This design comes from an exercise in tuning for small area and a short achievable clock period on the open sky130 flow, not from production work.
At most, simulation tests tie the RTL to the original design; equivalence was not proved.
No activity file was given, so power comes from the tool's default toggle rates.

## cpu_top_level
module cpu_top_level(clk,rst,r0,r1,r2,r3,r4,r5,r6,r7,
                     imem_addr,imem_data,dmem_addr,dmem_wdata,dmem_we,dmem_rdata);
Size in the first run: ~1800 cells after synthesis, about 360 flip-flops, ~210 I/O pins, about 0.018 mm^2 of cells after synthesis.
clock: 7.0 ns
lec_check: 0
cap_margin: 20
core_margin: 2
core_utilization: 40
place_density: 0.6
setup_slack_margin: 4.4
slew_margin: 20
standard.sh (not shown) runs the stock make flow with config.mk's settings and CLKGATE_MAP_FILE= SYNTH_SCRIPT=/design/flow/synth_recipe.tcl, a recipe that flattens the netlist after the stock synthesis.
==> flow/flow/run.sh <==
#!/bin/bash
# Standard ORFS layout, with the smallest buffer cell on the ports and a clock tree
# of fewer, larger leaf clusters.
set -euo pipefail
bash standard.sh "BUFFER_PORTS_ARGS=-buffer_cell sky130_fd_sc_hd__buf_1" \
  "CTS_ARGS=-sink_clustering_enable -repair_clock_nets -buf_list sky130_fd_sc_hd__clkbuf_16 -sink_clustering_size 24 -sink_clustering_max_diameter 100 -dont_use_dummy_load" \
  finish > standard.log 2>&1
The baseline completed with no timing, DRC or antenna violations.
Next try:
==> flow/flow/run.sh (replaced) <==
#!/bin/bash
# Standard ORFS layout, with the smallest buffer cell on the ports and a clock tree
# of fewer, larger leaf clusters.
set -euo pipefail
bash standard.sh "BUFFER_PORTS_ARGS=-buffer_cell sky130_fd_sc_hd__buf_1" \
  "CTS_ARGS=-sink_clustering_enable -repair_clock_nets -buf_list sky130_fd_sc_hd__clkbuf_16 -sink_clustering_size 30 -sink_clustering_max_diameter 100 -dont_use_dummy_load" \
  finish > standard.log 2>&1
--- a/flow/config.mk
+++ b/flow/config.mk
@@ -10,4 +10,4 @@
 export CORE_UTILIZATION = 40
 export PLACE_DENSITY = 0.6
-export SETUP_SLACK_MARGIN = 4.4
+export SETUP_SLACK_MARGIN = 4
 export SLEW_MARGIN = 20
Effect:
- The changed run finished with timing, DRC and antenna clean
- maximum frequency is higher by 0.59%
- clock-buffer cell count is lower by 2
- total power is lower by 5.3%
- synthesized cell count is unchanged
- utilization is lower by 3.3 points
- die area is unchanged
Next try:
==> flow/flow/run.sh (replaced) <==
#!/bin/bash
# Standard ORFS layout, with the smallest buffer cell on the ports and a clock tree
# of fewer, larger leaf clusters.
set -euo pipefail
bash standard.sh "BUFFER_PORTS_ARGS=-buffer_cell sky130_fd_sc_hd__buf_1" \
  "CTS_ARGS=-sink_clustering_enable -repair_clock_nets -buf_list sky130_fd_sc_hd__clkbuf_16 -sink_clustering_size 24 -sink_clustering_max_diameter 100 -dont_use_dummy_load" \
  finish > standard.log 2>&1
--- a/flow/config.mk
+++ b/flow/config.mk
@@ -10,4 +10,4 @@
 export CORE_UTILIZATION = 40
 export PLACE_DENSITY = 0.6
-export SETUP_SLACK_MARGIN = 4
+export SETUP_SLACK_MARGIN = 4.8
 export SLEW_MARGIN = 20
Result: Total power grows by 12%; utilization went up by 9.3 points; design area increases by 20%; wire length increases by 11%; clock-buffer cell count grows by 2; non-clock buffer count increases by 232; synthesized cell count does not change.
Next try:
--- a/flow/config.mk
+++ b/flow/config.mk
@@ -10,4 +10,4 @@
 export CORE_UTILIZATION = 40
 export PLACE_DENSITY = 0.6
-export SETUP_SLACK_MARGIN = 4.8
+export SETUP_SLACK_MARGIN = 4
 export SLEW_MARGIN = 20
Outcome: Global-route usage fell by 2.8 points. Via count fell by about 10%. Routed wire length fell by about 10%. Utilization fell by 9.3 points. Maximum frequency fell by about 1.5%. Final area fell by about 17%. Die area is unchanged.
No functional check of the RTL was part of any run of this note.

* * *

cpu_top_level, a different RTL version from the one above (not shown whole).
Size: about 1,700 cells after synthesis, roughly 350 flip-flops, about 210 I/O pins, about 0.017 sq mm of cells after synthesis.
==> flow/config.mk <==
export PLATFORM = sky130hd
export DESIGN_NAME = cpu_top_level
export DESIGN_NICKNAME = cpu_top_level
export VERILOG_FILES = /design/flow/design.v
export SDC_FILE = /design/flow/constraint.sdc
export NUM_CORES = 4
export LEC_CHECK = 0
export CAP_MARGIN = 20
export CORE_MARGIN = 2
export CORE_UTILIZATION = 40
export PLACE_DENSITY = 0.6
export SETUP_SLACK_MARGIN = 4
export SLEW_MARGIN = 20
==> flow/constraint.sdc <==
create_clock -name core_clock -period 7.0 [get_ports {clk}]
set_input_delay 1.4000 -clock core_clock [delete_from_list [all_inputs] [get_ports {clk}]]
set_output_delay 1.4000 -clock core_clock [all_outputs]
set_load 0.01 [all_outputs]
==> flow/flow/run.sh <==
#!/bin/bash
# Standard ORFS layout, with the smallest buffer cell on the ports and a clock tree
# of fewer, larger leaf clusters.
set -euo pipefail
bash standard.sh "BUFFER_PORTS_ARGS=-buffer_cell sky130_fd_sc_hd__buf_1" \
  "CTS_ARGS=-sink_clustering_enable -repair_clock_nets -buf_list sky130_fd_sc_hd__clkbuf_8 -sink_clustering_size 14 -sink_clustering_max_diameter 100 -dont_use_dummy_load" \
  finish > standard.log 2>&1
The starting point finished with timing, DRC and antenna clean.
Change:
==> flow/flow/run.sh (replaced) <==
#!/bin/bash
# Standard ORFS layout, with the smallest buffer cell on the ports and a clock tree
# of fewer, larger leaf clusters.
set -euo pipefail
bash standard.sh "BUFFER_PORTS_ARGS=-buffer_cell sky130_fd_sc_hd__buf_1" \
  "CTS_ARGS=-sink_clustering_enable -repair_clock_nets -buf_list sky130_fd_sc_hd__clkbuf_16 -sink_clustering_size 30 -sink_clustering_max_diameter 100 -dont_use_dummy_load" \
  finish > standard.log 2>&1
After rerunning: The changed run finished clean; count of clock-buffer cells in the layout went down by 13; design area went down slightly; via count went down slightly; critical path depth stays the same; wire length is about the same; worst setup slack is worse by 0.027 ns; area after synthesis stays the same; final cell count went down slightly.
No run of this note included a check of the RTL's function; only the layout flow was run.

* * *

Setup of the reference run:
cpu_top_level, a different RTL version from the one above (not shown whole).
For scale: about 1,700 cells after synthesis, about 350 flip-flops, roughly 210 I/O pins.
Settings: LEC_CHECK=0, CAP_MARGIN=20, CORE_MARGIN=2, CORE_UTILIZATION=40, PLACE_DENSITY=0.6, SETUP_SLACK_MARGIN=4, SLEW_MARGIN=20, TNS_END_PERCENT=20; clock period 7.0 ns.
==> flow/flow/run.sh <==
#!/bin/bash
# Standard ORFS layout, with the smallest buffer cell on the ports and a clock tree
# of fewer, larger leaf clusters.
set -euo pipefail
bash standard.sh "BUFFER_PORTS_ARGS=-buffer_cell sky130_fd_sc_hd__buf_1" \
  "CTS_ARGS=-sink_clustering_enable -repair_clock_nets -buf_list sky130_fd_sc_hd__clkbuf_16 -sink_clustering_size 24 -sink_clustering_max_diameter 100 -dont_use_dummy_load" \
  finish > standard.log 2>&1
No stage failed in the reference run, and the final checks on the layout all came back clean.
## Diff of input files: the trial run against the reference run
==> flow/flow/run.sh <==
#!/bin/bash
# Standard ORFS layout, with the smallest buffer cell on the ports and a clock tree
# of fewer, larger leaf clusters.
set -euo pipefail
bash standard.sh "BUFFER_PORTS_ARGS=-buffer_cell sky130_fd_sc_hd__buf_1" \
  "CTS_ARGS=-sink_clustering_enable -repair_clock_nets -buf_list sky130_fd_sc_hd__clkbuf_16 -sink_clustering_size 30 -sink_clustering_max_diameter 100 -dont_use_dummy_load" \
  finish > standard.log 2>&1
diff --git a/flow/config.mk b/flow/config.mk
--- a/flow/config.mk
+++ b/flow/config.mk
@@ -10,5 +10,4 @@
 export CORE_UTILIZATION = 40
 export PLACE_DENSITY = 0.6
-export SETUP_SLACK_MARGIN = 4
+export SETUP_SLACK_MARGIN = 3.6
 export SLEW_MARGIN = 20
-export TNS_END_PERCENT = 20
[summary]
The trial run gives less share of total power in combinational logic than the reference run did. The reference run and the trial run ended up with nearly the same total global routing track utilization. The reference run vs the trial run, timing startpoint of the critical path: memop_ex vs op_ex[1]. Re headroom to the max-slew limit: the reference run and the trial run aren't equal, and the lower value belongs to the reference run. The reference run has a higher synthesis-to-finish area growth than the trial run. Via count was lower in the run labelled the reference run. Between the reference run and the trial run, the difference in non-filler instance count after layout is negligible. The reference run → the trial run: power has decreased, time the final worst path needs with I/O delays and setup has increased, area of the core has remained practically unchanged.

* * *

== rev 12 ==
The RTL this note starts from:
==> flow/design.v <==
module cpu_top_level(clk,rst,r0,r1,r2,r3,r4,r5,r6,r7,
                     imem_addr,imem_data,dmem_addr,dmem_wdata,dmem_we,dmem_rdata);
    input clk,rst;
    output [15:0] r0,r1,r2,r3,r4,r5,r6,r7;
    output [15:0] imem_addr;
    input [15:0] imem_data;
    output [15:0] dmem_addr,dmem_wdata;
    output dmem_we;
    input [15:0] dmem_rdata;
    reg [15:0] pc;                        
    reg [15:0] rf1,rf2,rf3,rf4,rf5,rf6,rf7;
    reg        cflag, zflag;
    reg [15:0] ir_id, pc2_id;
    reg [15:0] ir_rr, pc2_rr;
    reg        cancel_rr;
    reg [3:0]  op_ex;
    reg [2:0]  dest_ex;
    reg [8:0]  imm_ex;
    reg [15:0] pc2_ex, a_ex, b_ex;
    reg        wr_ex, we_ex, memop_ex, invb_ex, usec_ex, cin1_ex, nand_ex;
    reg [15:0] res_mem, sd_mem;
    reg        carry_mem;
    reg [2:0]  dest_mem;
    reg        wr_mem, fwd_mem, we_mem, lw_mem, cwr_mem, zwr_mem, cc_mem, zc_mem;
    reg [15:0] res_wb;
    reg        carry_wb;
    reg [2:0]  dest_wb;
    reg        wr_wb, fwd_wb, cwr_wb, zwr_wb, cc_wb, zc_wb;
    assign r0 = pc; assign r1 = rf1; assign r2 = rf2; assign r3 = rf3;
    assign r4 = rf4; assign r5 = rf5; assign r6 = rf6; assign r7 = rf7;
    assign imem_addr = pc;
    wire ex_br   = (op_ex == 4'b1000) | (op_ex == 4'b1001) | (op_ex == 4'b1010);
    wire ex_jal  = (op_ex == 4'b1100);
    wire ex_jlr  = (op_ex == 4'b1101);
    wire ex_jri  = (op_ex == 4'b1111);
    wire ex_lli  = (op_ex == 4'b0011);
    wire ex_lw   = (op_ex == 4'b0100);
    wire flush   = ex_br | ex_jal | ex_jlr | ex_jri;
    wire [15:0] ain = memop_ex ? {{10{imm_ex[5]}}, imm_ex[5:0]} : a_ex;
    wire [15:0] bx  = b_ex ^ {16{invb_ex}};
    wire        cin = usec_ex ? carry_mem : cin1_ex;
    wire [16:0] sum = {1'b0, ain} + {1'b0, bx} + {16'b0, cin};
    wire [15:0] alu = nand_ex ? ~(ain & ~b_ex) : sum[15:0];
    wire        carry_ex = nand_ex | (sum[16] ^ invb_ex);
    wire [15:0] res_ex = (ex_jal | ex_jlr) ? pc2_ex :
                         ex_lli ? {7'b0, imm_ex} : alu;
    wire [14:0] off = ex_jal ? {{6{imm_ex[8]}}, imm_ex} : {{9{imm_ex[5]}}, imm_ex[5:0]};
    wire [14:0] tgt_hi = pc2_ex[15:1] + off - 15'd1;
    wire [15:0] target = (ex_br | ex_jal) ? {tgt_hi, pc2_ex[0]} :
                         ex_jlr ? b_ex : alu;
    wire [3:0] op_rr = ir_rr[15:12];
    wire [2:0] fn_rr = ir_rr[2:0];
    wire [2:0] ra = ir_rr[11:9];
    wire [2:0] rb = ir_rr[8:6];
    wire rr_nz   = |ir_rr;
    wire rr_add  = (op_rr == 4'b0001);
    wire rr_nand = (op_rr == 4'b0010);
    wire rr_br   = (op_rr == 4'b1000) | (op_rr == 4'b1001) | (op_rr == 4'b1010);
    wire rr_dwr  = ((op_rr == 4'b0000) & rr_nz) | rr_add | (op_rr == 4'b0100) |
                   (op_rr == 4'b0011) | (op_rr == 4'b1100) | (op_rr == 4'b1101) |
                   (rr_nand & (fn_rr[1:0] != 2'b11));
    wire rr_dwe  = (op_rr == 4'b0101);
    wire [2:0] dest_rr = (rr_add | rr_nand) ? ir_rr[5:3] :
                         (op_rr == 4'b0000) ? ir_rr[8:6] : ir_rr[11:9];
    wire ex_fwd  = wr_ex & ~ex_lli;
    wire freeze  = wr_ex & ex_lw & ((dest_ex == ra) | (dest_ex == rb));
    wire [15:0] mem_val = lw_mem ? dmem_rdata : res_mem;
    reg [15:0] rf_a, rf_b;
    always @(*) begin
        case (ra)
            3'd0: rf_a = pc;  3'd1: rf_a = rf1; 3'd2: rf_a = rf2; 3'd3: rf_a = rf3;
            3'd4: rf_a = rf4; 3'd5: rf_a = rf5; 3'd6: rf_a = rf6; default: rf_a = rf7;
        endcase
        case (rb)
            3'd0: rf_b = pc;  3'd1: rf_b = rf1; 3'd2: rf_b = rf2; 3'd3: rf_b = rf3;
            3'd4: rf_b = rf4; 3'd5: rf_b = rf5; 3'd6: rf_b = rf6; default: rf_b = rf7;
        endcase
    end
    wire [15:0] a_old = (fwd_mem & (dest_mem == ra)) ? mem_val :
                        (fwd_wb  & (dest_wb  == ra)) ? res_wb : rf_a;
    wire [15:0] b_old = (fwd_mem & (dest_mem == rb)) ? mem_val :
                        (fwd_wb  & (dest_wb  == rb)) ? res_wb : rf_b;
    wire hit_a = ex_fwd & (dest_ex == ra);
    wire hit_b = ex_fwd & (dest_ex == rb);
    wire b_imm6 = (op_rr == 4'b0000);
    wire b_imm9 = (op_rr == 4'b1111);
    wire [15:0] a_next = hit_a ? res_ex : a_old;
    wire [15:0] b_next = b_imm6 ? {{10{ir_rr[5]}}, ir_rr[5:0]} :
                         b_imm9 ? {{6{ir_rr[8]}}, ir_rr[8:0], 1'b0} :
                         hit_b ? res_ex : b_old;
    wire wb_wr = wr_wb & (~cc_wb | cflag) & (~zc_wb | zflag);
    wire [15:0] pc2_if = {pc[15:1] + 15'd1, pc[0]};
    wire clr_ex = rst | freeze;
    always @(posedge clk) begin
        if (rst) pc <= 16'd0;
        else if (!freeze) pc <= flush ? target : pc2_if;
        else if (wb_wr && dest_wb == 3'd0) pc <= res_wb;
        if (rst) rf1 <= 16'd0; else if (wb_wr && dest_wb == 3'd1) rf1 <= res_wb;
        if (rst) rf2 <= 16'd0; else if (wb_wr && dest_wb == 3'd2) rf2 <= res_wb;
        if (rst) rf3 <= 16'd0; else if (wb_wr && dest_wb == 3'd3) rf3 <= res_wb;
        if (rst) rf4 <= 16'd0; else if (wb_wr && dest_wb == 3'd4) rf4 <= res_wb;
        if (rst) rf5 <= 16'd0; else if (wb_wr && dest_wb == 3'd5) rf5 <= res_wb;
        if (rst) rf6 <= 16'd0; else if (wb_wr && dest_wb == 3'd6) rf6 <= res_wb;
        if (rst) rf7 <= 16'd0; else if (wb_wr && dest_wb == 3'd7) rf7 <= res_wb;
        if (cwr_wb) cflag <= carry_wb;
        if (zwr_wb) zflag <= ~|res_wb;
        if (rst) ir_id <= 16'd0;
        else if (!freeze) ir_id <= flush ? 16'd0 : imem_data;
        if (!freeze) pc2_id <= pc2_if;
        if (rst) ir_rr <= 16'd0;
        else if (!freeze) ir_rr <= ir_id;
        if (!freeze) begin
            pc2_rr <= pc2_id;
            cancel_rr <= flush;
        end
        if (clr_ex) begin
            op_ex <= 4'd0; wr_ex <= 1'b0; we_ex <= 1'b0; memop_ex <= 1'b0;
            invb_ex <= 1'b0; usec_ex <= 1'b0; cin1_ex <= 1'b0; nand_ex <= 1'b0;
            a_ex <= 16'd0; b_ex <= 16'd0;
        end else begin
            op_ex <= op_rr;
            wr_ex <= rr_dwr & ~cancel_rr & ~flush;
            we_ex <= rr_dwe & ~cancel_rr & ~flush;
            memop_ex <= (op_rr == 4'b0100) | (op_rr == 4'b0101);
            invb_ex <= (rr_add & fn_rr[2]) | rr_br;
            usec_ex <= rr_add & (fn_rr[1:0] == 2'b11);
            cin1_ex <= rr_br;
            nand_ex <= rr_nand & fn_rr[2] & (fn_rr[1:0] != 2'b11);
            a_ex <= a_next;
            b_ex <= b_next;
        end
        dest_ex <= dest_rr;
        imm_ex <= ir_rr[8:0];
        pc2_ex <= pc2_rr;
        res_mem <= res_ex;
        sd_mem <= a_ex;
        carry_mem <= carry_ex;
        dest_mem <= dest_ex;
        lw_mem <= ex_lw;
        cwr_mem <= (op_ex == 4'b0000) | (op_ex == 4'b0001);
        zwr_mem <= (op_ex == 4'b0000) | (op_ex == 4'b0001) | (op_ex == 4'b0010) | ex_lw;
        cc_mem <= ((op_ex == 4'b0001) | (op_ex == 4'b0010)) & (imm_ex[1:0] == 2'b10);
        zc_mem <= ((op_ex == 4'b0001) | (op_ex == 4'b0010)) & (imm_ex[1:0] == 2'b01);
        if (rst) begin
            wr_mem <= 1'b0; fwd_mem <= 1'b0; we_mem <= 1'b0;
        end else begin
            wr_mem <= wr_ex; fwd_mem <= ex_fwd; we_mem <= we_ex;
        end
        res_wb <= mem_val;
        carry_wb <= carry_mem;
        dest_wb <= dest_mem;
        cwr_wb <= cwr_mem; zwr_wb <= zwr_mem; cc_wb <= cc_mem; zc_wb <= zc_mem;
        if (rst) begin
            wr_wb <= 1'b0; fwd_wb <= 1'b0;
        end else begin
            wr_wb <= wr_mem; fwd_wb <= fwd_mem;
        end
    end
    assign dmem_addr = res_mem;
    assign dmem_wdata = sd_mem;
    assign dmem_we = we_mem;
endmodule
Settings: LEC_CHECK=0, CAP_MARGIN=20, CORE_MARGIN=2, CORE_UTILIZATION=40, PLACE_DENSITY=0.6, SLEW_MARGIN=20; clock period 7.0 ns.
==> flow/flow/run.sh <==
#!/bin/bash
# Standard ORFS layout, with the smallest buffer cell on the ports.
set -euo pipefail
bash standard.sh "BUFFER_PORTS_ARGS=-buffer_cell sky130_fd_sc_hd__buf_1" finish > standard.log 2>&1
The flow did not stop early for rev 12: all stages ran, and the layout cleared the timing, DRC and antenna checks.
What rev 13 does differently from rev 12 at the input level:
==> flow/run.sh (new file) <==
#!/bin/bash
# synth_recipe.tcl (not shown) runs the flow's synth.tcl, then flattens the netlist and writes it again
# the make line also repeats each setting of config.mk as NAME=value (left out here)
make -C /OpenROAD-flow-scripts/flow DESIGN_CONFIG=/design/flow/config.mk WORK_HOME=/design/flow/orfs CLKGATE_MAP_FILE= SYNTH_SCRIPT=/design/flow/synth_recipe.tcl finish
removed: flow/flow/run.sh
removed: flow/standard.sh
Notes after the runs:
Of rev 12 and rev 13, the run reporting the lower length of routed wiring on met1 was rev 12.
Rev 13 reports a lower part of the total power dissipated in the clock network than rev 12 does.
Rev 13 vs. rev 12: filler cell count in the final layout went down by about 4%.
Slowest cell on the critical path: dfxtp_1 -> rev 12, a311oi_1 -> rev 13
Density: rev 13 denser than rev 12
Final weighted congestion in routability-driven placement (rev 13 vs. rev 12) decreases by a few percent

==> port drivers added, routing unchanged <==
No port has a modelled driver above. Below, the same layouts with a new extraction and two added sets of constraints.
Step 1 assumes that a clkbuf_16 drives the clock port and a buf_2 every other input.
Step 2 adds t to the input delays and takes it off the output delays; t is the mean of the earliest and latest rising clock arrival at the registers after step 1. Input paths then give back, and output paths get back, about the clock's delay inside the block.
a / b / c = ideal / step 1 / step 2; a / b = the first two.
run	t (ns)	setup WS [ns]	worst hold slack (ns)	worst register clock-pin slew, ns	worst slew at a driven data input, ns
the first run of note 1	0.598	3.936 / 3.936 / 3.936	0.331 / 0.331 / 0.331	0.11 / 0.11	0.07
the second run of note 1	0.582	3.954 / 3.954 / 3.871	0.337 / 0.337 / 0.337	0.12 / 0.12	0.05
the third run of note 1	0.597	4.042 / 4.042 / 4.042	0.332 / 0.332 / 0.332	0.11 / 0.11	0.06
the fourth run of note 1	0.590	3.997 / 3.971 / 3.863	0.340 / 0.340 / 0.340	0.11 / 0.11	0.05
the first run of note 2	0.670	3.820 / 3.820 / 3.467	0.334 / 0.334 / 0.334	0.12 / 0.12	0.07
the second run of note 2	0.572	3.793 / 3.793 / 3.480	0.339 / 0.339 / 0.339	0.12 / 0.12	0.07
the reference run	0.574	3.938 / 3.938 / 3.922	0.333 / 0.333 / 0.333	0.11 / 0.11	0.04
the trial run	0.573	3.613 / 3.613 / 3.611	0.342 / 0.342 / 0.342	0.12 / 0.12	0.05
rev 12	0.613	3.048 / 3.048 / 3.048	0.326 / 0.326 / 0.326	0.07 / 0.07	0.11
rev 13	0.616	2.918 / 2.918 / 2.918	0.309 / 0.309 / 0.309	0.07 / 0.07	0.09
After both steps every run listed still meets setup and hold. The setup slack of the first run of note 2, which loses most, moves by 0.000 ns with the drivers and by -0.353 ns with both steps.
